Background: an optimization exercise with open tools, aiming at small area, a short achievable clock period and few clock cycles per item. Do not read the settings as production practice. In this exercise RTL edits were held to simulation tests only and were not proved equivalent to the original. The clock input has no modelled driver; a real chip could not lean on it and would need a root buffer or a full tree.

## v51
Design RCL, start of the top module:
module RCL(
    clk,
    rst_n,
    in_valid,
    coef_Q,
    coef_L,
    out_valid,
    out
);
input clk, rst_n, in_valid;
input [4:0] coef_Q, coef_L;
output reg out_valid;
output reg [1:0] out;
reg [4:0] l1, q1;
reg [9:0] x, d;
reg [1:0] cnt;
wire first = cnt[0] & ~cnt[1];    
wire third = cnt[0] & cnt[1];     
wire nfirst = ~first;
wire [4:0] qm = third ? 5'd1 : q1;
wire [9:0] x_next, d_next;
wire [2:0] s_hi;
wire [6:0] s_lo;
wire [14:0] f;
wire n1 = (~x[0] & nfirst);
wire n2 = ~(l1[0] & qm[0]);
wire n3;
RCL_xn un3 (.a(n1), .b(n2), .y(n3));
wire n4 = ~(~x[1] & nfirst);
wire n5 = ~(l1[0] & qm[1]);
wire n6 = ~(l1[1] & qm[0]);
wire n7, n8;
RCL_fa un7 (.a(n4), .b(n5), .c(n6), .s(n7), .co(n8));
wire n9 = (n1 & ~n2);
wire n10;
RCL_xn un10 (.a(n9), .b(n7), .y(n10));
wire n11 = ~(l1[0] & qm[2]);
wire n12 = ~(l1[1] & qm[1]);
wire n13, n14;
RCL_fa un13 (.a(n11), .b(n12), .c(n8), .s(n13), .co(n14));
wire n15 = ~(l1[2] & qm[0]);
wire n16 = ~(n9 & ~n7);
  ...
For scale: about 390 cells after synthesis, ~16 I/O pins, roughly 4100 sq um of cells after synthesis.
==> flow/config.mk <==
export PLATFORM = sky130hd
export DESIGN_NAME = RCL
export DESIGN_NICKNAME = RCL
export VERILOG_FILES = /design/flow/design.v
export SDC_FILE = /design/flow/constraint.sdc
export NUM_CORES = 4
export LEC_CHECK = 0
export CAP_MARGIN = 20
export CORE_MARGIN = 2
export CORE_UTILIZATION = 65
export GPL_TIMING_DRIVEN = 0
export SLEW_MARGIN = 20
export SYNTH_HIERARCHICAL = 1
export BUFFER_PORTS_ARGS = -buffer_cell sky130_fd_sc_hd__buf_1
==> flow/constraint.sdc <==
create_clock -name core_clock -period 80.0 [get_ports {clk}]
set_input_delay 16.0000 -clock core_clock [delete_from_list [all_inputs] [get_ports {clk}]]
set_output_delay 16.0000 -clock core_clock [all_outputs]
set_load 0.01 [all_outputs]
standard.sh (not shown) runs the stock make flow with config.mk's settings and CLKGATE_MAP_FILE= SYNTH_SCRIPT=/design/flow/synth_recipe.tcl, a recipe that flattens the netlist after the stock synthesis.
==> flow/flow/run.sh <==
#!/bin/bash
# Standard layout, with the port buffers made of sky130_fd_sc_hd__buf_1 cells
# and the clock tree replaced by one clock buffer (flow/one_clock_buffer.tcl).
set -euo pipefail
here=$(pwd)
echo 'export BUFFER_PORTS_ARGS = -buffer_cell sky130_fd_sc_hd__buf_1' >> config.mk
export POST_CTS_TCL="$here/flow/one_clock_buffer.tcl"
bash standard.sh > standard.log 2>&1
==> flow/flow/one_clock_buffer.tcl <==
# Runs after ORFS's clock tree synthesis (POST_CTS_TCL hook). The design has
# few registers, so the tree is replaced by one level of clock buffers: the
# clock port drives CLOCK_BUFS buffers, each of which drives the clock pins of
# the registers nearest to it (the registers split by x coordinate).
set nbuf 2
set bufcell sky130_fd_sc_hd__clkbuf_8
set block [ord::get_db_block]
set db [ord::get_db]
set clk_net [[$block findBTerm clk] getNet]

# the clock tree's buffers and dummy loads, and the nets they drive
set tree_insts {}
set tree_nets {}
foreach inst [$block getInsts] {
  set name [$inst getName]
  if { [string match "clkbuf_*" $name] || [string match "clkload*" $name] } {
    lappend tree_insts $inst
    set out [$inst findITerm X]
    if { $out == "NULL" } { set out [$inst findITerm Y] }
    if { $out != "NULL" && [$out getNet] != "NULL" } { lappend tree_nets [$out getNet] }
  }
}

set regs {}
foreach inst [$block getInsts] {
  if { [string match "sky130_fd_sc_hd__df*" [[$inst getMaster] getName]] } {
    lappend regs [list [lindex [$inst getLocation] 0] $inst]
  }
}
set regs [lsort -integer -index 0 $regs]
set n [llength $regs]
foreach inst $tree_insts { odb::dbInst_destroy $inst }
foreach net $tree_nets { odb::dbNet_destroy $net }

set master [$db findMaster $bufcell]
for { set b 0 } { $b < $nbuf } { incr b } {
  set lo [expr { $b * $n / $nbuf }]
  set hi [expr { ($b + 1) * $n / $nbuf }]
  set net [odb::dbNet_create $block clknet_$b]
  $net setSigType CLOCK
  set sx 0
  set sy 0
  foreach r [lrange $regs $lo [expr { $hi - 1 }]] {
    set inst [lindex $r 1]
    set it [$inst findITerm CLK]
    $it disconnect
    $it connect $net
    set loc [$inst getLocation]
    incr sx [lindex $loc 0]
    incr sy [lindex $loc 1]
  }
  set buf [odb::dbInst_create $block $master clkbuf_$b]
  [$buf findITerm A] connect $clk_net
  [$buf findITerm X] connect $net
  set k [expr { $hi - $lo }]
  $buf setLocation [expr { $sx / $k }] [expr { $sy / $k }]
  $buf setPlacementStatus PLACED
}
puts "one_clock_buffer: $n registers on $nbuf buffers, removed [llength $tree_insts] tree cells"
detailed_placement
estimate_parasitics -placement
report_clock_skew
Testbench counts of v51, summed over its fixed seeds: cycles 11,992, items 2,400.
### v51 -> v25
-- flow/config.mk --
<<< v51, line 10
export CORE_UTILIZATION = 65
>>> v25, line 10
export CORE_UTILIZATION = 40
### Flow results
Cmp v25 vs v51: sequential portion of the cell area lower in v25
Higher first-pass GRT wire length among v51 and v25: v51
Relative to v51, total cell area at the placement stage has gone up in v25.
Global-route usage over all layers (higher): v51
v51 -> v25: number of enable-type register cells in the synthesized netlist delta 0, exact match
Changes observed in v25 relative to v51: clock skew saw little to no change; first-iteration DRC count saw a decrease.
### v25 -> v24
-- flow/flow/one_clock_buffer.tcl --
<<< v25, line 5
set nbuf 2
>>> v24, line 5
set nbuf 3
-- flow/config.mk --
<<< v25, line 10
export CORE_UTILIZATION = 40
>>> v24, line 10
export CORE_UTILIZATION = 65
Findings:
Cmp v24 and v25 / total wire length after detailed routing / lower: v25
The run showing the smaller setup slack is v25.
v24 vs v25, ratio of cells with drive above 1 in the final layout went up by 0.24 points.
### v24 -> v22
-- flow/config.mk --
<<< v24, line 10
export CORE_UTILIZATION = 65
>>> v22, line 10
export CORE_UTILIZATION = 40
Notes after the runs:
Summary of v22 over v24: core utilization went down, via count went down, pre-CTS worst setup slack did not really move, wire length of the first global-routing pass went down.
On clock skew, v22 and v24 are basically level.
In every run of this note, the design's own scripts or RTL, not TritonCTS, make the clock network.

what the ideal ports hide:
No port has a modelled driver above. Below, the same layouts with a new extraction and two added sets of constraints.
Step 1, drivers: a clkbuf_16 drives clk and a buf_2 each remaining input, both assumed.
Step 2 also shifts input and output timing later by t, the mid clock arrival at the registers, as if the neighbouring blocks saw the same clock.
Slacks: ideal ports / drivers / drivers and shift; pairs: ideal ports / drivers.
run | t, ns | setup WS [ns] | hold WS [ns] | worst slew at a driven data input, ns
v51 | 0.205 | 63.345 / 63.303 / 63.508 | 0.467 / 0.467 / 0.467 | 0.03
v25 | 0.199 | 63.340 / 63.304 / 63.502 | 0.456 / 0.456 / 0.456 | 0.03
v24 | 0.187 | 63.381 / 63.331 / 63.518 | 0.461 / 0.461 / 0.461 | 0.03
v22 | 0.185 | 63.377 / 63.331 / 63.516 | 0.451 / 0.451 / 0.451 | 0.03
After both steps setup and hold are still met in every run listed.
